Context: an optimization exercise on an open-source flow, tuned for small area and a short achievable clock period. The choices shown serve that exercise and are no tape-out recipe. For this run, only the layout was checked, not whether the RTL still works. No activity file was given, so power comes from the tool's default toggle rates.

$ cat flow/run.sh
#!/bin/bash
# The standard layout (the standard.sh: ORFS synthesis through finish),
# with the port buffers made of sky130_fd_sc_hd__buf_1 instead of the
# resizer's default pick.  Every tool's output goes to a log in this folder
# (make's own output to flow_make.log, ORFS's per-step logs under orfs/logs).
set -euo pipefail
export BUFFER_PORTS_ARGS="-buffer_cell sky130_fd_sc_hd__buf_1"
bash standard.sh finish > flow_make.log 2>&1
$ cat design.v
`timescale 1ns / 1ps
module fa(input a, b, c, output s, co);
    assign s = a ^ b ^ c;
    assign co = (a & b) | (a & c) | (b & c);
endmodule
module ha(input a, b, output s, co);
    assign s = a ^ b;
    assign co = a & b;
endmodule
module Optimized_Wallace(
    input clk, rst,
    input [15:0] A, B,
    output reg [31:0] PRODUCT
);
    reg [126:0] r1;
    reg [72:0] r2;
    reg [56:0] r3;
    reg v1, v2, v3;
    wire one0 = B[0] ^ 1'b0;
    wire two0 = (B[1] & ~B[0] & ~1'b0) | (~B[1] & B[0] & 1'b0);
    wire neg0 = B[1] & ~(B[0] & 1'b0);
    wire one1 = B[2] ^ B[1];
    wire two1 = (B[3] & ~B[2] & ~B[1]) | (~B[3] & B[2] & B[1]);
    wire neg1 = B[3] & ~(B[2] & B[1]);
    wire one2 = B[4] ^ B[3];
    wire two2 = (B[5] & ~B[4] & ~B[3]) | (~B[5] & B[4] & B[3]);
    wire neg2 = B[5] & ~(B[4] & B[3]);
    wire one3 = B[6] ^ B[5];
    wire two3 = (B[7] & ~B[6] & ~B[5]) | (~B[7] & B[6] & B[5]);
    wire neg3 = B[7] & ~(B[6] & B[5]);
    wire one4 = B[8] ^ B[7];
    wire two4 = (B[9] & ~B[8] & ~B[7]) | (~B[9] & B[8] & B[7]);
    wire neg4 = B[9] & ~(B[8] & B[7]);
    wire one5 = B[10] ^ B[9];
    wire two5 = (B[11] & ~B[10] & ~B[9]) | (~B[11] & B[10] & B[9]);
    wire neg5 = B[11] & ~(B[10] & B[9]);
    wire one6 = B[12] ^ B[11];
    wire two6 = (B[13] & ~B[12] & ~B[11]) | (~B[13] & B[12] & B[11]);
    wire neg6 = B[13] & ~(B[12] & B[11]);
    wire one7 = B[14] ^ B[13];
    wire two7 = (B[15] & ~B[14] & ~B[13]) | (~B[15] & B[14] & B[13]);
    wire neg7 = B[15] & ~(B[14] & B[13]);
    wire pp1 = ((one0 & A[0])) ^ neg0;
    wire pp2 = ((one0 & A[1]) | (two0 & A[0])) ^ neg0;
    wire pp3 = ((one0 & A[2]) | (two0 & A[1])) ^ neg0;
    wire pp4 = ((one0 & A[3]) | (two0 & A[2])) ^ neg0;
    wire pp5 = ((one0 & A[4]) | (two0 & A[3])) ^ neg0;
    wire pp6 = ((one0 & A[5]) | (two0 & A[4])) ^ neg0;
    wire pp7 = ((one0 & A[6]) | (two0 & A[5])) ^ neg0;
    wire pp8 = ((one0 & A[7]) | (two0 & A[6])) ^ neg0;
    wire pp9 = ((one0 & A[8]) | (two0 & A[7])) ^ neg0;
    wire pp10 = ((one0 & A[9]) | (two0 & A[8])) ^ neg0;
    wire pp11 = ((one0 & A[10]) | (two0 & A[9])) ^ neg0;
    wire pp12 = ((one0 & A[11]) | (two0 & A[10])) ^ neg0;
    wire pp13 = ((one0 & A[12]) | (two0 & A[11])) ^ neg0;
    wire pp14 = ((one0 & A[13]) | (two0 & A[12])) ^ neg0;
    wire pp15 = ((one0 & A[14]) | (two0 & A[13])) ^ neg0;
    wire pp16 = ((one0 & A[15]) | (two0 & A[14])) ^ neg0;
    wire pp17 = ((two0 & A[15])) ^ neg0;
    wire ns18 = ~neg0;
    wire pp19 = ((one1 & A[0])) ^ neg1;
    wire pp20 = ((one1 & A[1]) | (two1 & A[0])) ^ neg1;
    wire pp21 = ((one1 & A[2]) | (two1 & A[1])) ^ neg1;
    wire pp22 = ((one1 & A[3]) | (two1 & A[2])) ^ neg1;
    wire pp23 = ((one1 & A[4]) | (two1 & A[3])) ^ neg1;
    wire pp24 = ((one1 & A[5]) | (two1 & A[4])) ^ neg1;
    wire pp25 = ((one1 & A[6]) | (two1 & A[5])) ^ neg1;
    wire pp26 = ((one1 & A[7]) | (two1 & A[6])) ^ neg1;
    wire pp27 = ((one1 & A[8]) | (two1 & A[7])) ^ neg1;
    wire pp28 = ((one1 & A[9]) | (two1 & A[8])) ^ neg1;
    wire pp29 = ((one1 & A[10]) | (two1 & A[9])) ^ neg1;
    wire pp30 = ((one1 & A[11]) | (two1 & A[10])) ^ neg1;
    wire pp31 = ((one1 & A[12]) | (two1 & A[11])) ^ neg1;
    wire pp32 = ((one1 & A[13]) | (two1 & A[12])) ^ neg1;
    wire pp33 = ((one1 & A[14]) | (two1 & A[13])) ^ neg1;
    wire pp34 = ((one1 & A[15]) | (two1 & A[14])) ^ neg1;
    wire pp35 = ((two1 & A[15])) ^ neg1;
    wire ns36 = ~neg1;
    wire pp37 = ((one2 & A[0])) ^ neg2;
    wire pp38 = ((one2 & A[1]) | (two2 & A[0])) ^ neg2;
    wire pp39 = ((one2 & A[2]) | (two2 & A[1])) ^ neg2;
    wire pp40 = ((one2 & A[3]) | (two2 & A[2])) ^ neg2;
    wire pp41 = ((one2 & A[4]) | (two2 & A[3])) ^ neg2;
    wire pp42 = ((one2 & A[5]) | (two2 & A[4])) ^ neg2;
    wire pp43 = ((one2 & A[6]) | (two2 & A[5])) ^ neg2;
    wire pp44 = ((one2 & A[7]) | (two2 & A[6])) ^ neg2;
    wire pp45 = ((one2 & A[8]) | (two2 & A[7])) ^ neg2;
    wire pp46 = ((one2 & A[9]) | (two2 & A[8])) ^ neg2;
    wire pp47 = ((one2 & A[10]) | (two2 & A[9])) ^ neg2;
    wire pp48 = ((one2 & A[11]) | (two2 & A[10])) ^ neg2;
    wire pp49 = ((one2 & A[12]) | (two2 & A[11])) ^ neg2;
    wire pp50 = ((one2 & A[13]) | (two2 & A[12])) ^ neg2;
    wire pp51 = ((one2 & A[14]) | (two2 & A[13])) ^ neg2;
    wire pp52 = ((one2 & A[15]) | (two2 & A[14])) ^ neg2;
    wire pp53 = ((two2 & A[15])) ^ neg2;
    wire ns54 = ~neg2;
    wire pp55 = ((one3 & A[0])) ^ neg3;
    wire pp56 = ((one3 & A[1]) | (two3 & A[0])) ^ neg3;
    wire pp57 = ((one3 & A[2]) | (two3 & A[1])) ^ neg3;
    wire pp58 = ((one3 & A[3]) | (two3 & A[2])) ^ neg3;
    wire pp59 = ((one3 & A[4]) | (two3 & A[3])) ^ neg3;
    wire pp60 = ((one3 & A[5]) | (two3 & A[4])) ^ neg3;
    wire pp61 = ((one3 & A[6]) | (two3 & A[5])) ^ neg3;
    wire pp62 = ((one3 & A[7]) | (two3 & A[6])) ^ neg3;
    wire pp63 = ((one3 & A[8]) | (two3 & A[7])) ^ neg3;
    wire pp64 = ((one3 & A[9]) | (two3 & A[8])) ^ neg3;
    wire pp65 = ((one3 & A[10]) | (two3 & A[9])) ^ neg3;
    wire pp66 = ((one3 & A[11]) | (two3 & A[10])) ^ neg3;
    wire pp67 = ((one3 & A[12]) | (two3 & A[11])) ^ neg3;
    wire pp68 = ((one3 & A[13]) | (two3 & A[12])) ^ neg3;
    wire pp69 = ((one3 & A[14]) | (two3 & A[13])) ^ neg3;
    wire pp70 = ((one3 & A[15]) | (two3 & A[14])) ^ neg3;
    wire pp71 = ((two3 & A[15])) ^ neg3;
    wire ns72 = ~neg3;
    wire pp73 = ((one4 & A[0])) ^ neg4;
    wire pp74 = ((one4 & A[1]) | (two4 & A[0])) ^ neg4;
    wire pp75 = ((one4 & A[2]) | (two4 & A[1])) ^ neg4;
    wire pp76 = ((one4 & A[3]) | (two4 & A[2])) ^ neg4;
    wire pp77 = ((one4 & A[4]) | (two4 & A[3])) ^ neg4;
    wire pp78 = ((one4 & A[5]) | (two4 & A[4])) ^ neg4;
    wire pp79 = ((one4 & A[6]) | (two4 & A[5])) ^ neg4;
    wire pp80 = ((one4 & A[7]) | (two4 & A[6])) ^ neg4;
    wire pp81 = ((one4 & A[8]) | (two4 & A[7])) ^ neg4;
    wire pp82 = ((one4 & A[9]) | (two4 & A[8])) ^ neg4;
    wire pp83 = ((one4 & A[10]) | (two4 & A[9])) ^ neg4;
    wire pp84 = ((one4 & A[11]) | (two4 & A[10])) ^ neg4;
    wire pp85 = ((one4 & A[12]) | (two4 & A[11])) ^ neg4;
    wire pp86 = ((one4 & A[13]) | (two4 & A[12])) ^ neg4;
    wire pp87 = ((one4 & A[14]) | (two4 & A[13])) ^ neg4;
    wire pp88 = ((one4 & A[15]) | (two4 & A[14])) ^ neg4;
    wire pp89 = ((two4 & A[15])) ^ neg4;
    wire ns90 = ~neg4;
    wire pp91 = ((one5 & A[0])) ^ neg5;
    wire pp92 = ((one5 & A[1]) | (two5 & A[0])) ^ neg5;
    wire pp93 = ((one5 & A[2]) | (two5 & A[1])) ^ neg5;
    wire pp94 = ((one5 & A[3]) | (two5 & A[2])) ^ neg5;
    wire pp95 = ((one5 & A[4]) | (two5 & A[3])) ^ neg5;
    wire pp96 = ((one5 & A[5]) | (two5 & A[4])) ^ neg5;
    wire pp97 = ((one5 & A[6]) | (two5 & A[5])) ^ neg5;
    wire pp98 = ((one5 & A[7]) | (two5 & A[6])) ^ neg5;
    wire pp99 = ((one5 & A[8]) | (two5 & A[7])) ^ neg5;
    wire pp100 = ((one5 & A[9]) | (two5 & A[8])) ^ neg5;
    wire pp101 = ((one5 & A[10]) | (two5 & A[9])) ^ neg5;
    wire pp102 = ((one5 & A[11]) | (two5 & A[10])) ^ neg5;
    wire pp103 = ((one5 & A[12]) | (two5 & A[11])) ^ neg5;
    wire pp104 = ((one5 & A[13]) | (two5 & A[12])) ^ neg5;
    wire pp105 = ((one5 & A[14]) | (two5 & A[13])) ^ neg5;
    wire pp106 = ((one5 & A[15]) | (two5 & A[14])) ^ neg5;
    wire pp107 = ((two5 & A[15])) ^ neg5;
    wire ns108 = ~neg5;
    wire pp109 = ((one6 & A[0])) ^ neg6;
    wire pp110 = ((one6 & A[1]) | (two6 & A[0])) ^ neg6;
    wire pp111 = ((one6 & A[2]) | (two6 & A[1])) ^ neg6;
    wire pp112 = ((one6 & A[3]) | (two6 & A[2])) ^ neg6;
    wire pp113 = ((one6 & A[4]) | (two6 & A[3])) ^ neg6;
    wire pp114 = ((one6 & A[5]) | (two6 & A[4])) ^ neg6;
    wire pp115 = ((one6 & A[6]) | (two6 & A[5])) ^ neg6;
    wire pp116 = ((one6 & A[7]) | (two6 & A[6])) ^ neg6;
    wire pp117 = ((one6 & A[8]) | (two6 & A[7])) ^ neg6;
    wire pp118 = ((one6 & A[9]) | (two6 & A[8])) ^ neg6;
    wire pp119 = ((one6 & A[10]) | (two6 & A[9])) ^ neg6;
    wire pp120 = ((one6 & A[11]) | (two6 & A[10])) ^ neg6;
    wire pp121 = ((one6 & A[12]) | (two6 & A[11])) ^ neg6;
    wire pp122 = ((one6 & A[13]) | (two6 & A[12])) ^ neg6;
    wire pp123 = ((one6 & A[14]) | (two6 & A[13])) ^ neg6;
    wire pp124 = ((one6 & A[15]) | (two6 & A[14])) ^ neg6;
    wire pp125 = ((two6 & A[15])) ^ neg6;
    wire ns126 = ~neg6;
    wire pp127 = ((one7 & A[0])) ^ neg7;
    wire pp128 = ((one7 & A[1]) | (two7 & A[0])) ^ neg7;
    wire pp129 = ((one7 & A[2]) | (two7 & A[1])) ^ neg7;
    wire pp130 = ((one7 & A[3]) | (two7 & A[2])) ^ neg7;
    wire pp131 = ((one7 & A[4]) | (two7 & A[3])) ^ neg7;
    wire pp132 = ((one7 & A[5]) | (two7 & A[4])) ^ neg7;
    wire pp133 = ((one7 & A[6]) | (two7 & A[5])) ^ neg7;
    wire pp134 = ((one7 & A[7]) | (two7 & A[6])) ^ neg7;
    wire pp135 = ((one7 & A[8]) | (two7 & A[7])) ^ neg7;
    wire pp136 = ((one7 & A[9]) | (two7 & A[8])) ^ neg7;
    wire pp137 = ((one7 & A[10]) | (two7 & A[9])) ^ neg7;
    wire pp138 = ((one7 & A[11]) | (two7 & A[10])) ^ neg7;
    wire pp139 = ((one7 & A[12]) | (two7 & A[11])) ^ neg7;
    wire pp140 = ((one7 & A[13]) | (two7 & A[12])) ^ neg7;
    wire pp141 = ((one7 & A[14]) | (two7 & A[13])) ^ neg7;
    wire pp142 = ((one7 & A[15]) | (two7 & A[14])) ^ neg7;
    wire pp143 = ((two7 & A[15])) ^ neg7;
    wire ns144 = ~neg7;
    wire pp145 = B[15] & A[0];
    wire pp146 = B[15] & A[1];
    wire pp147 = B[15] & A[2];
    wire pp148 = B[15] & A[3];
    wire pp149 = B[15] & A[4];
    wire pp150 = B[15] & A[5];
    wire pp151 = B[15] & A[6];
    wire pp152 = B[15] & A[7];
    wire pp153 = B[15] & A[8];
    wire pp154 = B[15] & A[9];
    wire pp155 = B[15] & A[10];
    wire pp156 = B[15] & A[11];
    wire pp157 = B[15] & A[12];
    wire pp158 = B[15] & A[13];
    wire pp159 = B[15] & A[14];
    wire pp160 = B[15] & A[15];
    wire s161, c162;
    fa u_s161 (.a(pp3), .b(pp19), .c(neg1), .s(s161), .co(c162));
    wire s163, c164;
    fa u_s163 (.a(pp5), .b(pp21), .c(pp37), .s(s163), .co(c164));
    wire s165, c166;
    fa u_s165 (.a(pp6), .b(pp22), .c(pp38), .s(s165), .co(c166));
    wire s167, c168;
    fa u_s167 (.a(pp7), .b(pp23), .c(pp39), .s(s167), .co(c168));
    wire s169, c170;
    fa u_s169 (.a(pp8), .b(pp24), .c(pp40), .s(s169), .co(c170));
    wire s171, c172;
    fa u_s171 (.a(pp9), .b(pp25), .c(pp41), .s(s171), .co(c172));
    wire s173, c174;
    fa u_s173 (.a(pp57), .b(pp73), .c(neg4), .s(s173), .co(c174));
    wire s175, c176;
    fa u_s175 (.a(pp10), .b(pp26), .c(pp42), .s(s175), .co(c176));
    wire s177, c178;
    fa u_s177 (.a(pp11), .b(pp27), .c(pp43), .s(s177), .co(c178));
    wire s179, c180;
    fa u_s179 (.a(pp59), .b(pp75), .c(pp91), .s(s179), .co(c180));
    wire s181, c182;
    fa u_s181 (.a(pp12), .b(pp28), .c(pp44), .s(s181), .co(c182));
    wire s183, c184;
    fa u_s183 (.a(pp60), .b(pp76), .c(pp92), .s(s183), .co(c184));
    wire s185, c186;
    fa u_s185 (.a(pp13), .b(pp29), .c(pp45), .s(s185), .co(c186));
    wire s187, c188;
    fa u_s187 (.a(pp61), .b(pp77), .c(pp93), .s(s187), .co(c188));
    wire s189, c190;
    fa u_s189 (.a(pp14), .b(pp30), .c(pp46), .s(s189), .co(c190));
    wire s191, c192;
    fa u_s191 (.a(pp62), .b(pp78), .c(pp94), .s(s191), .co(c192));
    wire s193, c194;
    fa u_s193 (.a(pp15), .b(pp31), .c(pp47), .s(s193), .co(c194));
    wire s195, c196;
    fa u_s195 (.a(pp63), .b(pp79), .c(pp95), .s(s195), .co(c196));
    wire s197, c198;
    fa u_s197 (.a(pp111), .b(pp127), .c(neg7), .s(s197), .co(c198));
    wire s199, c200;
    fa u_s199 (.a(pp16), .b(pp32), .c(pp48), .s(s199), .co(c200));
    wire s201, c202;
    fa u_s201 (.a(pp64), .b(pp80), .c(pp96), .s(s201), .co(c202));
    wire s203, c204;
    ha u_s203 (.a(pp112), .b(pp128), .s(s203), .co(c204));
    wire s205, c206;
    fa u_s205 (.a(pp17), .b(pp33), .c(pp49), .s(s205), .co(c206));
    wire s207, c208;
    fa u_s207 (.a(pp65), .b(pp81), .c(pp97), .s(s207), .co(c208));
    wire s209, c210;
    fa u_s209 (.a(pp113), .b(pp129), .c(pp145), .s(s209), .co(c210));
    wire s211, c212;
    fa u_s211 (.a(neg0), .b(pp34), .c(pp50), .s(s211), .co(c212));
    wire s213, c214;
    fa u_s213 (.a(pp66), .b(pp82), .c(pp98), .s(s213), .co(c214));
    wire s215, c216;
    fa u_s215 (.a(pp114), .b(pp130), .c(pp146), .s(s215), .co(c216));
    wire s217, c218;
    fa u_s217 (.a(neg0), .b(pp35), .c(pp51), .s(s217), .co(c218));
    wire s219, c220;
    fa u_s219 (.a(pp67), .b(pp83), .c(pp99), .s(s219), .co(c220));
    wire s221, c222;
    fa u_s221 (.a(pp115), .b(pp131), .c(pp147), .s(s221), .co(c222));
    wire s223, c224;
    fa u_s223 (.a(ns18), .b(ns36), .c(pp52), .s(s223), .co(c224));
    wire s225, c226;
    fa u_s225 (.a(pp68), .b(pp84), .c(pp100), .s(s225), .co(c226));
    wire s227, c228;
    fa u_s227 (.a(pp116), .b(pp132), .c(pp148), .s(s227), .co(c228));
    wire s229 = ~(pp53 ^ pp69);
    wire c230 = pp53 | pp69;
    wire s231, c232;
    fa u_s231 (.a(pp85), .b(pp101), .c(pp117), .s(s231), .co(c232));
    wire s233, c234;
    ha u_s233 (.a(pp133), .b(pp149), .s(s233), .co(c234));
    wire s235, c236;
    fa u_s235 (.a(ns54), .b(pp70), .c(pp86), .s(s235), .co(c236));
    wire s237, c238;
    fa u_s237 (.a(pp102), .b(pp118), .c(pp134), .s(s237), .co(c238));
    wire s239 = ~(pp71 ^ pp87);
    wire c240 = pp71 | pp87;
    wire s241, c242;
    fa u_s241 (.a(pp103), .b(pp119), .c(pp135), .s(s241), .co(c242));
    wire s243, c244;
    fa u_s243 (.a(ns72), .b(pp88), .c(pp104), .s(s243), .co(c244));
    wire s245, c246;
    fa u_s245 (.a(pp120), .b(pp136), .c(pp152), .s(s245), .co(c246));
    wire s247 = ~(pp89 ^ pp105);
    wire c248 = pp89 | pp105;
    wire s249, c250;
    fa u_s249 (.a(pp121), .b(pp137), .c(pp153), .s(s249), .co(c250));
    wire s251, c252;
    fa u_s251 (.a(ns90), .b(pp106), .c(pp122), .s(s251), .co(c252));
    wire s253 = ~(pp107 ^ pp123);
    wire c254 = pp107 | pp123;
    wire s255, c256;
    fa u_s255 (.a(ns108), .b(pp124), .c(pp140), .s(s255), .co(c256));
    wire s257 = ~(pp125 ^ pp141);
    wire c258 = pp125 | pp141;
    wire s259, c260;
    fa u_s259 (.a(ns126), .b(pp142), .c(pp158), .s(s259), .co(c260));
    wire s261 = ~(pp143 ^ pp159);
    wire c262 = pp143 | pp159;
    wire s263, c264;
    fa u_s263 (.a(r1[4]), .b(r1[5]), .c(r1[6]), .s(s263), .co(c264));
    wire s265, c266;
    fa u_s265 (.a(r1[11]), .b(r1[12]), .c(r1[13]), .s(s265), .co(c266));
    wire s267, c268;
    fa u_s267 (.a(r1[15]), .b(r1[16]), .c(r1[17]), .s(s267), .co(c268));
    wire s269, c270;
    fa u_s269 (.a(r1[18]), .b(r1[19]), .c(r1[20]), .s(s269), .co(c270));
    wire s271, c272;
    fa u_s271 (.a(r1[21]), .b(r1[22]), .c(r1[23]), .s(s271), .co(c272));
    wire s273, c274;
    fa u_s273 (.a(r1[26]), .b(r1[27]), .c(r1[28]), .s(s273), .co(c274));
    wire s275, c276;
    fa u_s275 (.a(r1[30]), .b(r1[31]), .c(r1[32]), .s(s275), .co(c276));
    wire s277, c278;
    fa u_s277 (.a(r1[34]), .b(r1[35]), .c(r1[36]), .s(s277), .co(c278));
    wire s279, c280;
    fa u_s279 (.a(r1[37]), .b(r1[38]), .c(r1[39]), .s(s279), .co(c280));
    wire s281, c282;
    fa u_s281 (.a(r1[40]), .b(r1[41]), .c(r1[42]), .s(s281), .co(c282));
    wire s283, c284;
    ha u_s283 (.a(r1[43]), .b(r1[44]), .s(s283), .co(c284));
    wire s285, c286;
    fa u_s285 (.a(r1[45]), .b(r1[46]), .c(r1[47]), .s(s285), .co(c286));
    wire s287, c288;
    ha u_s287 (.a(r1[48]), .b(r1[49]), .s(s287), .co(c288));
    wire s289, c290;
    fa u_s289 (.a(r1[50]), .b(r1[51]), .c(r1[52]), .s(s289), .co(c290));
    wire s291, c292;
    fa u_s291 (.a(r1[53]), .b(r1[54]), .c(r1[55]), .s(s291), .co(c292));
    wire s293, c294;
    fa u_s293 (.a(r1[56]), .b(r1[57]), .c(r1[58]), .s(s293), .co(c294));
    wire s295, c296;
    fa u_s295 (.a(r1[59]), .b(r1[60]), .c(r1[61]), .s(s295), .co(c296));
    wire s297, c298;
    fa u_s297 (.a(r1[62]), .b(r1[63]), .c(r1[64]), .s(s297), .co(c298));
    wire s299, c300;
    fa u_s299 (.a(r1[65]), .b(r1[66]), .c(r1[67]), .s(s299), .co(c300));
    wire s301, c302;
    fa u_s301 (.a(r1[68]), .b(r1[69]), .c(r1[70]), .s(s301), .co(c302));
    wire s303, c304;
    fa u_s303 (.a(r1[71]), .b(r1[72]), .c(r1[73]), .s(s303), .co(c304));
    wire s305, c306;
    fa u_s305 (.a(r1[74]), .b(r1[75]), .c(r1[76]), .s(s305), .co(c306));
    wire s307, c308;
    fa u_s307 (.a(r1[77]), .b(r1[78]), .c(r1[79]), .s(s307), .co(c308));
    wire s309, c310;
    fa u_s309 (.a(r1[80]), .b(r1[81]), .c(r1[82]), .s(s309), .co(c310));
    wire s311, c312;
    fa u_s311 (.a(r1[83]), .b(r1[84]), .c(r1[85]), .s(s311), .co(c312));
    wire s313, c314;
    fa u_s313 (.a(r1[86]), .b(r1[87]), .c(r1[88]), .s(s313), .co(c314));
    wire s315, c316;
    fa u_s315 (.a(r1[89]), .b(r1[90]), .c(r1[91]), .s(s315), .co(c316));
    wire s317, c318;
    fa u_s317 (.a(r1[92]), .b(r1[93]), .c(r1[94]), .s(s317), .co(c318));
    wire s319, c320;
    ha u_s319 (.a(r1[95]), .b(r1[96]), .s(s319), .co(c320));
    wire s321, c322;
    fa u_s321 (.a(r1[97]), .b(r1[98]), .c(r1[99]), .s(s321), .co(c322));
    wire s323, c324;
    fa u_s323 (.a(r1[101]), .b(r1[102]), .c(r1[103]), .s(s323), .co(c324));
    wire s325, c326;
    fa u_s325 (.a(r1[105]), .b(r1[106]), .c(r1[107]), .s(s325), .co(c326));
    wire s327, c328;
    fa u_s327 (.a(r1[110]), .b(r1[111]), .c(r1[112]), .s(s327), .co(c328));
    wire s329, c330;
    fa u_s329 (.a(r1[114]), .b(r1[115]), .c(r1[116]), .s(s329), .co(c330));
    wire s331, c332;
    fa u_s331 (.a(r1[117]), .b(r1[118]), .c(r1[119]), .s(s331), .co(c332));
    wire s333, c334;
    fa u_s333 (.a(r1[124]), .b(r1[125]), .c(r1[126]), .s(s333), .co(c334));
    wire s335, c336;
    fa u_s335 (.a(c264), .b(r1[7]), .c(r1[8]), .s(s335), .co(c336));
    wire s337, c338;
    fa u_s337 (.a(c270), .b(s271), .c(r1[24]), .s(s337), .co(c338));
    wire s339, c340;
    fa u_s339 (.a(c272), .b(s273), .c(r1[29]), .s(s339), .co(c340));
    wire s341, c342;
    fa u_s341 (.a(c274), .b(s275), .c(r1[33]), .s(s341), .co(c342));
    wire s343, c344;
    fa u_s343 (.a(c276), .b(s277), .c(s279), .s(s343), .co(c344));
    wire s345, c346;
    fa u_s345 (.a(c278), .b(c280), .c(s281), .s(s345), .co(c346));
    wire s347, c348;
    fa u_s347 (.a(c282), .b(c284), .c(s285), .s(s347), .co(c348));
    wire s349, c350;
    fa u_s349 (.a(c286), .b(c288), .c(s289), .s(s349), .co(c350));
    wire s351, c352;
    fa u_s351 (.a(c290), .b(c292), .c(s293), .s(s351), .co(c352));
    wire s353, c354;
    fa u_s353 (.a(c294), .b(c296), .c(s297), .s(s353), .co(c354));
    wire s355, c356;
    fa u_s355 (.a(c298), .b(c300), .c(s301), .s(s355), .co(c356));
    wire s357, c358;
    fa u_s357 (.a(c302), .b(c304), .c(s305), .s(s357), .co(c358));
    wire s359, c360;
    fa u_s359 (.a(c306), .b(c308), .c(s309), .s(s359), .co(c360));
    wire s361, c362;
    fa u_s361 (.a(c310), .b(c312), .c(s313), .s(s361), .co(c362));
    wire s363, c364;
    fa u_s363 (.a(c314), .b(c316), .c(s317), .s(s363), .co(c364));
    wire s365, c366;
    fa u_s365 (.a(c318), .b(c320), .c(s321), .s(s365), .co(c366));
    wire s367, c368;
    fa u_s367 (.a(c322), .b(s323), .c(r1[104]), .s(s367), .co(c368));
    wire s369, c370;
    fa u_s369 (.a(c324), .b(s325), .c(r1[108]), .s(s369), .co(c370));
    wire s371, c372;
    fa u_s371 (.a(c326), .b(s327), .c(r1[113]), .s(s371), .co(c372));
    wire s373, c374;
    fa u_s373 (.a(c332), .b(r1[120]), .c(r1[121]), .s(s373), .co(c374));
    wire s375, c376;
    fa u_s375 (.a(r2[6]), .b(r2[7]), .c(r2[8]), .s(s375), .co(c376));
    wire s377, c378;
    ha u_s377 (.a(r2[9]), .b(r2[10]), .s(s377), .co(c378));
    wire s379, c380;
    ha u_s379 (.a(r2[11]), .b(r2[12]), .s(s379), .co(c380));
    wire s381, c382;
    ha u_s381 (.a(r2[13]), .b(r2[14]), .s(s381), .co(c382));
    wire s383, c384;
    ha u_s383 (.a(r2[15]), .b(r2[16]), .s(s383), .co(c384));
    wire s385, c386;
    ha u_s385 (.a(r2[17]), .b(r2[18]), .s(s385), .co(c386));
    wire s387, c388;
    ha u_s387 (.a(r2[19]), .b(r2[20]), .s(s387), .co(c388));
    wire s389, c390;
    ha u_s389 (.a(r2[21]), .b(r2[22]), .s(s389), .co(c390));
    wire s391, c392;
    fa u_s391 (.a(r2[23]), .b(r2[24]), .c(r2[25]), .s(s391), .co(c392));
    wire s393, c394;
    fa u_s393 (.a(r2[26]), .b(r2[27]), .c(r2[28]), .s(s393), .co(c394));
    wire s395, c396;
    fa u_s395 (.a(r2[29]), .b(r2[30]), .c(r2[31]), .s(s395), .co(c396));
    wire s397, c398;
    fa u_s397 (.a(r2[32]), .b(r2[33]), .c(r2[34]), .s(s397), .co(c398));
    wire s399, c400;
    fa u_s399 (.a(r2[35]), .b(r2[36]), .c(r2[37]), .s(s399), .co(c400));
    wire s401, c402;
    fa u_s401 (.a(r2[38]), .b(r2[39]), .c(r2[40]), .s(s401), .co(c402));
    wire s403, c404;
    fa u_s403 (.a(r2[41]), .b(r2[42]), .c(r2[43]), .s(s403), .co(c404));
    wire s405, c406;
    fa u_s405 (.a(r2[44]), .b(r2[45]), .c(r2[46]), .s(s405), .co(c406));
    wire s407, c408;
    fa u_s407 (.a(r2[47]), .b(r2[48]), .c(r2[49]), .s(s407), .co(c408));
    wire s409, c410;
    fa u_s409 (.a(r2[50]), .b(r2[51]), .c(r2[52]), .s(s409), .co(c410));
    wire s411, c412;
    fa u_s411 (.a(r2[53]), .b(r2[54]), .c(r2[55]), .s(s411), .co(c412));
    wire s413, c414;
    ha u_s413 (.a(r2[56]), .b(r2[57]), .s(s413), .co(c414));
    wire s415, c416;
    fa u_s415 (.a(r2[58]), .b(r2[59]), .c(r2[60]), .s(s415), .co(c416));
    wire s417, c418;
    ha u_s417 (.a(r2[61]), .b(r2[62]), .s(s417), .co(c418));
    wire s419, c420;
    fa u_s419 (.a(r2[63]), .b(r2[64]), .c(r2[65]), .s(s419), .co(c420));
    wire s421, c422;
    ha u_s421 (.a(r2[66]), .b(r2[67]), .s(s421), .co(c422));
    wire s423, c424;
    fa u_s423 (.a(r2[69]), .b(r2[70]), .c(r2[71]), .s(s423), .co(c424));
    wire g425, p426;
    ha u_p426 (.a(r2[0]), .b(r2[1]), .s(p426), .co(g425));
    wire g427, p428;
    ha u_p428 (.a(c376), .b(s377), .s(p428), .co(g427));
    wire g429, p430;
    ha u_p430 (.a(c378), .b(s379), .s(p430), .co(g429));
    wire g431, p432;
    ha u_p432 (.a(c380), .b(s381), .s(p432), .co(g431));
    wire g433, p434;
    ha u_p434 (.a(c382), .b(s383), .s(p434), .co(g433));
    wire g435, p436;
    ha u_p436 (.a(c384), .b(s385), .s(p436), .co(g435));
    wire g437, p438;
    ha u_p438 (.a(c386), .b(s387), .s(p438), .co(g437));
    wire g439, p440;
    ha u_p440 (.a(c388), .b(s389), .s(p440), .co(g439));
    wire g441, p442;
    ha u_p442 (.a(c390), .b(s391), .s(p442), .co(g441));
    wire g443, p444;
    ha u_p444 (.a(c392), .b(s393), .s(p444), .co(g443));
    wire g445, p446;
    ha u_p446 (.a(c394), .b(s395), .s(p446), .co(g445));
    wire g447, p448;
    ha u_p448 (.a(c396), .b(s397), .s(p448), .co(g447));
    wire g449, p450;
    ha u_p450 (.a(c398), .b(s399), .s(p450), .co(g449));
    wire g451, p452;
    ha u_p452 (.a(c400), .b(s401), .s(p452), .co(g451));
    wire g453, p454;
    ha u_p454 (.a(c402), .b(s403), .s(p454), .co(g453));
    wire g455, p456;
    ha u_p456 (.a(c404), .b(s405), .s(p456), .co(g455));
    wire g457, p458;
    ha u_p458 (.a(c406), .b(s407), .s(p458), .co(g457));
    wire g459, p460;
    ha u_p460 (.a(c408), .b(s409), .s(p460), .co(g459));
    wire g461, p462;
    ha u_p462 (.a(c410), .b(s411), .s(p462), .co(g461));
    wire g463, p464;
    ha u_p464 (.a(c412), .b(s413), .s(p464), .co(g463));
    wire g465, p466;
    ha u_p466 (.a(c414), .b(s415), .s(p466), .co(g465));
    wire g467, p468;
    ha u_p468 (.a(c416), .b(s417), .s(p468), .co(g467));
    wire g469, p470;
    ha u_p470 (.a(c418), .b(s419), .s(p470), .co(g469));
    wire g471, p472;
    ha u_p472 (.a(c420), .b(s421), .s(p472), .co(g471));
    wire g473, p474;
    ha u_p474 (.a(c422), .b(r2[68]), .s(p474), .co(g473));
    wire g475, p476;
    ha u_p476 (.a(c424), .b(r2[72]), .s(p476), .co(g475));
    wire t477 = p426 | g425;
    wire t478 = p428 | g427;
    wire t479 = p430 | g429;
    wire G480 = 1'b0 | (r2[2] & g425);
    wire P481 = r2[2] & t477;
    wire G482 = 1'b0 | (r2[4] & 1'b0);
    wire P483 = r2[4] & r2[3];
    wire G484 = 1'b0 | (s375 & 1'b0);
    wire P485 = s375 & r2[5];
    wire G486 = g429 | (t479 & g427);
    wire P487 = t479 & t478;
    wire G488 = 1'b0 | (r2[3] & G480);
    wire P489 = r2[3] & P481;
    wire G490 = G482 | (P483 & G480);
    wire P491 = P483 & P481;
    wire G492 = g427 | (t478 & G484);
    wire P493 = t478 & P485;
    wire G494 = G486 | (P487 & G484);
    wire P495 = P487 & P485;
    wire G496 = 1'b0 | (r2[5] & G490);
    wire P497 = r2[5] & P491;
    wire G498 = G484 | (P485 & G490);
    wire P499 = P485 & P491;
    wire G500 = G492 | (P493 & G490);
    wire P501 = P493 & P491;
    wire G502 = G494 | (P495 & G490);
    wire P503 = P495 & P491;
    wire sum504 = p426;
    wire sum505 = r2[2] ^ g425;
    wire sum506 = r2[3] ^ G480;
    wire sum507 = r2[4] ^ G488;
    wire sum508 = r2[5] ^ G490;
    wire sum509 = s375 ^ G496;
    wire sum510 = p428 ^ G498;
    wire sum511 = p430 ^ G500;
    wire t512 = r3[9] | r3[10];
    wire t513 = r3[11] | r3[12];
    wire t514 = r3[13] | r3[14];
    wire t515 = r3[15] | r3[16];
    wire t516 = r3[17] | r3[18];
    wire t517 = r3[19] | r3[20];
    wire t518 = r3[21] | r3[22];
    wire t519 = r3[23] | r3[24];
    wire t520 = r3[25] | r3[26];
    wire t521 = r3[27] | r3[28];
    wire t522 = r3[29] | r3[30];
    wire t523 = r3[31] | r3[32];
    wire t524 = r3[33] | r3[34];
    wire t525 = r3[35] | r3[36];
    wire t526 = r3[37] | r3[38];
    wire t527 = r3[39] | r3[40];
    wire t528 = r3[41] | r3[42];
    wire t529 = r3[43] | r3[44];
    wire t530 = r3[45] | r3[46];
    wire t531 = r3[47] | r3[48];
    wire t532 = r3[49] | r3[50];
    wire t533 = r3[51] | r3[52];
    wire t534 = r3[53] | r3[54];
    wire t535 = r3[55] | r3[56];
    wire g536 = r3[10] | (r3[9] & r3[8]);
    wire G537 = r3[12] | (t513 & g536);
    wire P538 = t513 & t512;
    wire G539 = r3[14] | (t514 & r3[12]);
    wire P540 = t514 & t513;
    wire G541 = r3[16] | (t515 & r3[14]);
    wire P542 = t515 & t514;
    wire G543 = r3[18] | (t516 & r3[16]);
    wire P544 = t516 & t515;
    wire G545 = r3[20] | (t517 & r3[18]);
    wire P546 = t517 & t516;
    wire G547 = r3[22] | (t518 & r3[20]);
    wire P548 = t518 & t517;
    wire G549 = r3[24] | (t519 & r3[22]);
    wire P550 = t519 & t518;
    wire G551 = r3[26] | (t520 & r3[24]);
    wire P552 = t520 & t519;
    wire G553 = r3[28] | (t521 & r3[26]);
    wire P554 = t521 & t520;
    wire G555 = r3[30] | (t522 & r3[28]);
    wire P556 = t522 & t521;
    wire G557 = r3[32] | (t523 & r3[30]);
    wire P558 = t523 & t522;
    wire G559 = r3[34] | (t524 & r3[32]);
    wire P560 = t524 & t523;
    wire G561 = r3[36] | (t525 & r3[34]);
    wire P562 = t525 & t524;
    wire G563 = r3[38] | (t526 & r3[36]);
    wire P564 = t526 & t525;
    wire G565 = r3[40] | (t527 & r3[38]);
    wire P566 = t527 & t526;
    wire G567 = r3[42] | (t528 & r3[40]);
    wire P568 = t528 & t527;
    wire G569 = r3[44] | (t529 & r3[42]);
    wire P570 = t529 & t528;
    wire G571 = r3[46] | (t530 & r3[44]);
    wire P572 = t530 & t529;
    wire G573 = r3[48] | (t531 & r3[46]);
    wire P574 = t531 & t530;
    wire G575 = r3[50] | (t532 & r3[48]);
    wire P576 = t532 & t531;
    wire G577 = r3[52] | (t533 & r3[50]);
    wire P578 = t533 & t532;
    wire G579 = r3[54] | (t534 & r3[52]);
    wire P580 = t534 & t533;
    wire G581 = r3[56] | (t535 & r3[54]);
    wire P582 = t535 & t534;
    wire G583 = G539 | (P540 & g536);
    wire P584 = P540 & t512;
    wire G585 = G541 | (P542 & G537);
    wire P586 = P542 & P538;
    wire G587 = G543 | (P544 & G539);
    wire P588 = P544 & P540;
    wire G589 = G545 | (P546 & G541);
    wire P590 = P546 & P542;
    wire G591 = G547 | (P548 & G543);
    wire P592 = P548 & P544;
    wire G593 = G549 | (P550 & G545);
    wire P594 = P550 & P546;
    wire G595 = G551 | (P552 & G547);
    wire P596 = P552 & P548;
    wire G597 = G553 | (P554 & G549);
    wire P598 = P554 & P550;
    wire G599 = G555 | (P556 & G551);
    wire P600 = P556 & P552;
    wire G601 = G557 | (P558 & G553);
    wire P602 = P558 & P554;
    wire G603 = G559 | (P560 & G555);
    wire P604 = P560 & P556;
    wire G605 = G561 | (P562 & G557);
    wire P606 = P562 & P558;
    wire G607 = G563 | (P564 & G559);
    wire P608 = P564 & P560;
    wire G609 = G565 | (P566 & G561);
    wire P610 = P566 & P562;
    wire G611 = G567 | (P568 & G563);
    wire P612 = P568 & P564;
    wire G613 = G569 | (P570 & G565);
    wire P614 = P570 & P566;
    wire G615 = G571 | (P572 & G567);
    wire P616 = P572 & P568;
    wire G617 = G573 | (P574 & G569);
    wire P618 = P574 & P570;
    wire G619 = G575 | (P576 & G571);
    wire P620 = P576 & P572;
    wire G621 = G577 | (P578 & G573);
    wire P622 = P578 & P574;
    wire G623 = G579 | (P580 & G575);
    wire P624 = P580 & P576;
    wire G625 = G581 | (P582 & G577);
    wire P626 = P582 & P578;
    wire G627 = G587 | (P588 & g536);
    wire P628 = P588 & t512;
    wire G629 = G589 | (P590 & G537);
    wire P630 = P590 & P538;
    wire G631 = G591 | (P592 & G583);
    wire P632 = P592 & P584;
    wire G633 = G593 | (P594 & G585);
    wire P634 = P594 & P586;
    wire G635 = G595 | (P596 & G587);
    wire P636 = P596 & P588;
    wire G637 = G597 | (P598 & G589);
    wire P638 = P598 & P590;
    wire G639 = G599 | (P600 & G591);
    wire P640 = P600 & P592;
    wire G641 = G601 | (P602 & G593);
    wire P642 = P602 & P594;
    wire G643 = G603 | (P604 & G595);
    wire P644 = P604 & P596;
    wire G645 = G605 | (P606 & G597);
    wire P646 = P606 & P598;
    wire G647 = G607 | (P608 & G599);
    wire P648 = P608 & P600;
    wire G649 = G609 | (P610 & G601);
    wire P650 = P610 & P602;
    wire G651 = G611 | (P612 & G603);
    wire P652 = P612 & P604;
    wire G653 = G613 | (P614 & G605);
    wire P654 = P614 & P606;
    wire G655 = G615 | (P616 & G607);
    wire P656 = P616 & P608;
    wire G657 = G617 | (P618 & G609);
    wire P658 = P618 & P610;
    wire G659 = G619 | (P620 & G611);
    wire P660 = P620 & P612;
    wire G661 = G621 | (P622 & G613);
    wire P662 = P622 & P614;
    wire G663 = G623 | (P624 & G615);
    wire P664 = P624 & P616;
    wire G665 = G625 | (P626 & G617);
    wire P666 = P626 & P618;
    wire G667 = G635 | (P636 & g536);
    wire P668 = P636 & t512;
    wire G669 = G637 | (P638 & G537);
    wire P670 = P638 & P538;
    wire G671 = G639 | (P640 & G583);
    wire P672 = P640 & P584;
    wire G673 = G641 | (P642 & G585);
    wire P674 = P642 & P586;
    wire G675 = G643 | (P644 & G627);
    wire P676 = P644 & P628;
    wire G677 = G645 | (P646 & G629);
    wire P678 = P646 & P630;
    wire G679 = G647 | (P648 & G631);
    wire P680 = P648 & P632;
    wire G681 = G649 | (P650 & G633);
    wire P682 = P650 & P634;
    wire G683 = G651 | (P652 & G635);
    wire P684 = P652 & P636;
    wire G685 = G653 | (P654 & G637);
    wire P686 = P654 & P638;
    wire G687 = G655 | (P656 & G639);
    wire P688 = P656 & P640;
    wire G689 = G657 | (P658 & G641);
    wire P690 = P658 & P642;
    wire G691 = G659 | (P660 & G643);
    wire P692 = P660 & P644;
    wire G693 = G661 | (P662 & G645);
    wire P694 = P662 & P646;
    wire G695 = G663 | (P664 & G647);
    wire P696 = P664 & P648;
    wire G697 = G665 | (P666 & G649);
    wire P698 = P666 & P650;
    wire G699 = G683 | (P684 & g536);
    wire P700 = P684 & t512;
    wire G701 = G685 | (P686 & G537);
    wire P702 = P686 & P538;
    wire G703 = G687 | (P688 & G583);
    wire P704 = P688 & P584;
    wire G705 = G689 | (P690 & G585);
    wire P706 = P690 & P586;
    wire G707 = G691 | (P692 & G627);
    wire P708 = P692 & P628;
    wire G709 = G693 | (P694 & G629);
    wire P710 = P694 & P630;
    wire G711 = G695 | (P696 & G631);
    wire P712 = P696 & P632;
    wire G713 = G697 | (P698 & G633);
    wire P714 = P698 & P634;
    wire sum715 = r3[9] ^ r3[8];
    wire sum716 = r3[11] ^ g536;
    wire sum717 = r3[13] ^ G537;
    wire sum718 = r3[15] ^ G583;
    wire sum719 = r3[17] ^ G585;
    wire sum720 = r3[19] ^ G627;
    wire sum721 = r3[21] ^ G629;
    wire sum722 = r3[23] ^ G631;
    wire sum723 = r3[25] ^ G633;
    wire sum724 = r3[27] ^ G667;
    wire sum725 = r3[29] ^ G669;
    wire sum726 = r3[31] ^ G671;
    wire sum727 = r3[33] ^ G673;
    wire sum728 = r3[35] ^ G675;
    wire sum729 = r3[37] ^ G677;
    wire sum730 = r3[39] ^ G679;
    wire sum731 = r3[41] ^ G681;
    wire sum732 = r3[43] ^ G699;
    wire sum733 = r3[45] ^ G701;
    wire sum734 = r3[47] ^ G703;
    wire sum735 = r3[49] ^ G705;
    wire sum736 = r3[51] ^ G707;
    wire sum737 = r3[53] ^ G709;
    wire sum738 = r3[55] ^ G711;
    wire [31:0] sum = {sum738, sum737, sum736, sum735, sum734, sum733, sum732, sum731, sum730, sum729, sum728, sum727, sum726, sum725, sum724, sum723, sum722, sum721, sum720, sum719, sum718, sum717, sum716, sum715, r3[7], r3[6], r3[5], r3[4], r3[3], r3[2], r3[1], r3[0]};
    always @(posedge clk or posedge rst) begin
        if (rst) begin
            v1 <= 1'b0; v2 <= 1'b0; v3 <= 1'b0;
            PRODUCT <= 32'd0;
        end else begin
            v1 <= 1'b1; v2 <= v1; v3 <= v2;
            PRODUCT <= sum & {32{v3}};
        end
    end
    always @(posedge clk) begin
        r1 <= {pp160, ns144, c262, s261, c260, s259, c258, pp157, s257, c256, pp156, s255, c254, pp155, pp139, s253, c252, pp154, pp138, s251, c250, c248, s249, s247, c246, c244, s245, s243, c242, c240, pp151, s241, s239, c238, c236, pp150, s237, s235, c234, c232, c230, s233, s231, s229, c228, c226, c224, s227, s225, s223, c222, c220, c218, s221, s219, s217, c216, c214, c212, s215, s213, s211, c210, c208, c206, s209, s207, s205, c204, c202, c200, s203, s201, s199, c198, c196, c194, s197, s195, s193, c192, c190, pp110, s191, s189, c188, c186, neg6, pp109, s187, s185, c184, c182, s183, s181, c180, c178, neg5, s179, s177, c176, pp74, pp58, s175, c174, c172, s173, s171, c170, pp56, s169, c168, neg3, pp55, s167, c166, s165, c164, neg2, s163, pp20, pp4, c162, s161, pp2, neg0, pp1};
        r2 <= {s333, r1[123], r1[122], c374, s373, s331, c330, s329, c328, c372, s371, c370, r1[109], s369, c368, s367, c366, r1[100], s365, c364, s319, s363, c362, s315, s361, c360, s311, s359, c358, s307, s357, c356, s303, s355, c354, s299, s353, c352, s295, s351, c350, s291, s349, c348, s287, s347, c346, s283, s345, c344, s343, c342, s341, c340, s339, c338, r1[25], s337, s269, c268, s267, c266, r1[14], s265, r1[10], r1[9], c336, s335, s263, r1[3], r1[2], r1[1], r1[0]};
        r3 <= {g475, p476, 1'b0, s423, g473, p474, g471, p472, g469, p470, g467, p468, g465, p466, g463, p464, g461, p462, g459, p460, g457, p458, g455, p456, g453, p454, g451, p452, g449, p450, g447, p448, g445, p446, g443, p444, g441, p442, g439, p440, g437, p438, g435, p436, g433, p434, g431, p432, G502, sum511, sum510, sum509, sum508, sum507, sum506, sum505, sum504};
    end
endmodule
$ cat constraint.sdc
create_clock -name core_clock -period 3.0 [get_ports {clk}]
set_input_delay 0.6000 -clock core_clock [delete_from_list [all_inputs] [get_ports {clk}]]
set_output_delay 0.6000 -clock core_clock [all_outputs]
set_load 0.01 [all_outputs]
$ cat standard.sh
#!/bin/bash
# synth_recipe.tcl (not shown) runs the flow's synth.tcl, then flattens the netlist and writes it again
# the make line also repeats each setting of config.mk as NAME=value (left out here)
make -C /OpenROAD-flow-scripts/flow DESIGN_CONFIG=/design/flow/config.mk WORK_HOME=/design/flow/orfs CLKGATE_MAP_FILE= SYNTH_SCRIPT=/design/flow/synth_recipe.tcl "${@:-finish}"
$ cat config.mk
export PLATFORM = sky130hd
export DESIGN_NAME = Optimized_Wallace
export DESIGN_NICKNAME = Optimized_Wallace
export VERILOG_FILES = /design/flow/design.v
export SDC_FILE = /design/flow/constraint.sdc
export NUM_CORES = 4
export LEC_CHECK = 0
export CAP_MARGIN = 20
export CORE_MARGIN = 2
export CORE_UTILIZATION = 60
export CTS_BUF_LIST = sky130_fd_sc_hd__clkbuf_16
export CTS_CLUSTER_DIAMETER = 100
export CTS_CLUSTER_SIZE = 25
export SETUP_SLACK_MARGIN = 1.4
export SLEW_MARGIN = 20
export SYNTH_HIERARCHICAL = 1
export SYNTH_MINIMUM_KEEP_SIZE = 0
export TNS_END_PERCENT = 0
==> results.txt <==
[state kept, by name (all words and copies together), names as in the netlist]
name     cells
r1         127
r2          73
r3          55
PRODUCT     32
v1           1
v2           1
v3           1
[logic make-up after synthesis]
logic type                 Yosys count
AOI/OAI and AO/OA                  188
xor gates and xnor gates           138
adders and majority gates          169
buffers and inverters              105
DFF                                290
muxes                               18
other                                1
and+or+nand+nor                    128
[critical path: cells and delay by family, from the launching register on]
family	cells	cell delay (ns)
adder cells (fa/ha/maj)	1	0.13
AND/OR/NAND/NOR	1	0.44
multiplexers	1	0.13
flip-flops	1	0.35
AO/OA/AOI/OAI	5	0.93
[cell usage after synthesis, types with 18 or more instances]
master                     count
sky130_fd_sc_hd__and2_1       37
sky130_fd_sc_hd__mux2i_1      18
sky130_fd_sc_hd__a22oi_1     105
sky130_fd_sc_hd__nand2_1      29
sky130_fd_sc_hd__clkbuf_1     62
sky130_fd_sc_hd__xnor2_1     123
sky130_fd_sc_hd__inv_1        21
sky130_fd_sc_hd__fa_1        111
sky130_fd_sc_hd__dfxtp_1     255
sky130_fd_sc_hd__ha_1         58
sky130_fd_sc_hd__nand2b_1     18
sky130_fd_sc_hd__dfrtp_1      35
[per-module statistics from Yosys, one instance, submodules excluded]
module,times used,cells,area [sq um]
fa,111,1,20.0
ha,41,1,12.5
Optimized_Wallace,1,885,10100
[power groups by stage]
stage / sequential, mW / clock (mW) / combinational, mW
after global placement: 6.28 / 0 / 4.23
after floorplan: 6.15 / 0 / 3.04
final: 6.23 / 2.11 / 4.50
after detailed placement: 6.30 / 0 / 4.39
after CTS: 6.22 / 2.17 / 4.45
after global routing: 6.41 / 2.30 / 5.20
[layout make-up]
type,instances,area (sq um),area share (%)
Inverter,28,123,0.856
Tap cell,275,344,2.40
Multi-Input combinational cell,642,6970,48.7
Clock inverter,6,35.0,0.245
Timing Repair Buffer,97,484,3.38
Clock buffer,15,375,2.62
Sequential cell,290,5990,41.8
[timing repair]
| item | 4_1_cts | 5_1_grt |
|---|---|---|
| resized for setup | 3 | 20 |
| gates cloned | 0 | 0 |
| endpoints found under the setup margin | 135 | 155 |
| pin swaps | 0 | 7 |
| setup buffers | 0 | 3 |
[metal layers]
| metal | GRT usage [%] | routed length, microns | vias up |
|---|---|---|---|
| met5 | 0 | 0 | - |
| met4 | 6.93 | 622 | 0 |
| met3 | 3.64 | 1750 | 41 |
| met2 | 36.1 | 11200 | 253 |
| met1 | 36.5 | 12400 | 3646 |
| li1 | - | - | 3545 |
[worst max path at each step]
stage / slack, ns / from / endpoint / depth (start not counted)
floorplan: 1.02 / B[9] / r1[54] / 6
detailed placement: 0.44 / B[5] / r1[37] / 6
finish: 0.91 / r3[9] / PRODUCT[25] / 8
global route: 0.81 / r3[9] / PRODUCT[25] / 8
global placement: 0.47 / B[3] / r1[65] / 6
CTS: 0.86 / r3[8] / PRODUCT[25] / 8
[per-stage QoR]
step | cells | setup slack [ns] | util [%]
global placement | 1329 | 0.471 | 65.7
global route | 1353 | 0.812 | 68.1
CTS | 1350 | 0.860 | 67.7
detailed placement | 1329 | 0.439 | 65.7
finish | 1353 | 0.908 | 68.1
floorplan | 1037 | 1.02 | -
==> metrics.md <==
| Metric | Value |
|---|---|
| Clock latency on the worst-skew pair | approximately 0.50 ns |
| Initial antenna violation count | 0 |
| Final count of hold timing violations | 0 |
| Average cell area after synthesis | roughly 12 sq um |
| TritonCTS clock tree | done |
| Fillers | 1606 |
| Clock sink count | 290 |
| Flop and latch count out of synthesis | 290 |
| Vias in the first global route | 7496 |
| RSZ-0062 raised after global routing | yes |
| Total wire length after detailed routing | 26000 microns |
| Remaining antenna violation count | 0 |
| Final layout net count | roughly 1300 |
| Net switching power | approximately 4.4 mW |
| Post-synthesis share of cell area spent on and, or, nand and nor gates | 5.60% |
| Type of element capturing the critical path | flip-flop |
| Total number of vias | 7485 |
| Synthesized cell area | ~0.013 sq mm |
| Number of levels the H-tree was split into | 1 |
| Post-placement cell area | 0.0138 sq mm |
| Post-route cell area | around 0.014 sq mm |
| Slew at the pin closest to its max-slew limit | 0.797 ns |
| Time the worst path needs with I/O delays and setup | 2.09 ns |
| Maximum resistive drop on vdd | 0.000386 V |
| Timing-limited maximum frequency | between 0.4 and 0.5 GHz |
| Outcome | finished clean |
| Clock tree buffer depth | 3 |
| Proportion of power drawn by combinational gates | a little over a third |
| Arrival time at the worst endpoint | around 2.5 ns |
| Overflow after GRT | 0 |
| Die outline width | 150 microns |
| Post-DR wirelength/cell | about 19 microns |
| Layout overhead on the synthesized area | 11.8% |
| Slowest stage cell, crit path | sky130_fd_sc_hd__or3_4 |
| Overall power of the completed layout | about 13 mW |
| Max cap viols | 0 |
| Routability congestion estimate | 0.858 |
| Proportion of synthesized area in mux cells | roughly 1.4% |
| Final period utilization | between 60% and 70% |
| Part of the total power dissipated in sequential elements | around half |
| Post-DP HPWL | about 19000 microns |
| Leakage power summed over all cells | 5.82 nW |
| Startpoint of the lowest-slack register-to-register path | r3[9] |
| Clock-pin transition on the worst setup and hold timing paths | 0.09 ns |
| Commonest cells after routing, fill and taps aside | sky130_fd_sc_hd__dfxtp_1, sky130_fd_sc_hd__xnor2_1, sky130_fd_sc_hd__fa_1, sky130_fd_sc_hd__buf_1, sky130_fd_sc_hd__a22oi_1 |
| TritonCTS Buffers | 15 |
| Hold buffer count at cts | 0 |
| Cell taking the most area after synthesis | sky130_fd_sc_hd__dfxtp_1 |
| Fraction of the mapped netlist area in adder cells | 23.0% |
| Relative max-transition margin | about 47% |
| Startpoint kind of the worst setup timing path | flip-flop |
| Number of placement rows | 53 |
| Number of I/O port buffers | 65 |
| Cell-internal power | around 8.5 mW |
| Effective utilization at floorplan | 61.0% |
| Share of final-layout standard cells stronger than drive strength 1 | roughly 14% |
| Main synth FF type | sky130_fd_sc_hd__dfxtp_1 |
| Peak fanout along the critical path | 5 |
| Setup TNS after final layout | 0 ns |
| Leading cell type in the layout, fill and taps excluded | sky130_fd_sc_hd__dfxtp_1 |
| Sequential-to-total area share from yosys stat | ~47% |
| Die area | around 0.023 sq mm |
| Crit path kind | flip-flop to flip-flop |
| Worst hold-check path type | input pin to async pin |
| Core region area | 0.0210 sq mm |
| Average via count per standard cell | roughly 5.5 |
| Part of the total power dissipated in the clock network | ~17% |
| Synthesized-area fraction occupied by ao, oa, aoi and oai cells | around 11% |
| Reg2reg path depth | 8 |
| Total routing usage reported by global routing | between 20 and 25% |
| Combinational family with the most area after synthesis | adder cells |
| Ant diodes | 0 |
| Synthesis Warnings | 7 |
| Cell Pwr Density | approximately 900 mW/mm^2 |
| Detailed Routing Iterations Pass 1 | 5 |
| Root cell of the clock tree | sky130_fd_sc_hd__clkbuf_16 |
| Setup skew after layout | around 0.025 ns |
| DR DRC count | 0 |
| Pin count of the biggest net entering global routing | 27 |
| Slack of the worst reg-to-reg path | between 0.9 and 1 ns |
| Final slew viol count | 0 |
| Peak per-stage delay on the critical path | about 0.44 ns |
| Cell types occupying the most area after synthesis | sky130_fd_sc_hd__dfxtp_1, sky130_fd_sc_hd__fa_1, sky130_fd_sc_hd__xnor2_1 |
| Mapped Nets | between 1000 and 1500 |
| Count of flip-flops with a built-in enable after synthesis | 0 |
| Setup violation total in the final timing report | 0 |
| Xor and xnor fraction of the mapped netlist area | 9.43% |
| Reg-to-Reg End | PRODUCT[25] |
| Cells after synthesis | roughly 1000 |
| Crit-path cells | ha_4 > o21a_4 > o22ai_4 > or3_4 > a31oi_4 > a211oi_2 > o31a_1 > mux2i_1 |
| Hold Slack | 0.0772 ns |
| Boundary pin count | 66 |
| DRT iter0 DRCs | about 340 |
| Vertical extent of the die | 150 microns |
| Count of cell types in the netlist | 52 |
| Async set-reset flop share out of synthesis | between 10% and 20% |
| Proportion of total power due to net switching | around 34% |
| Portion of synthesized cell area occupied by the leading cell type | 39.8% |
| CP required | about 3.4 ns |
| Global-route wire length before repair | 41400 microns |

port drivers added, routing unchanged:
Ports are ideal in the flow. The routed layout listed here was re-timed in OpenROAD.
Step 1: set_driving_cell puts a clkbuf_16 on clk and a buf_2 on each other input, an assumption about the parent block.
Step 2 adds t to the input delays and takes it off the output delays; t is the mean of the earliest and latest rising clock arrival at the registers after step 1. Input paths then give back, and output paths get back, about the clock's delay inside the block.
Three values: ideal ports, drivers, drivers and shift; two values: the first two.
t (ns): 0.541
setup WS [ns]: 0.908 / 0.908 / 0.452
worst hold slack (ns): 0.077 / 0.048 / 0.333
latest minus earliest clock arrival (ns): 0.028 / 0.028
cell pins on the clock port's net: 1
After both steps this run still meets setup and hold. For this run, drivers alone change the setup slack by 0.000 ns; drivers and shift together by -0.456 ns.
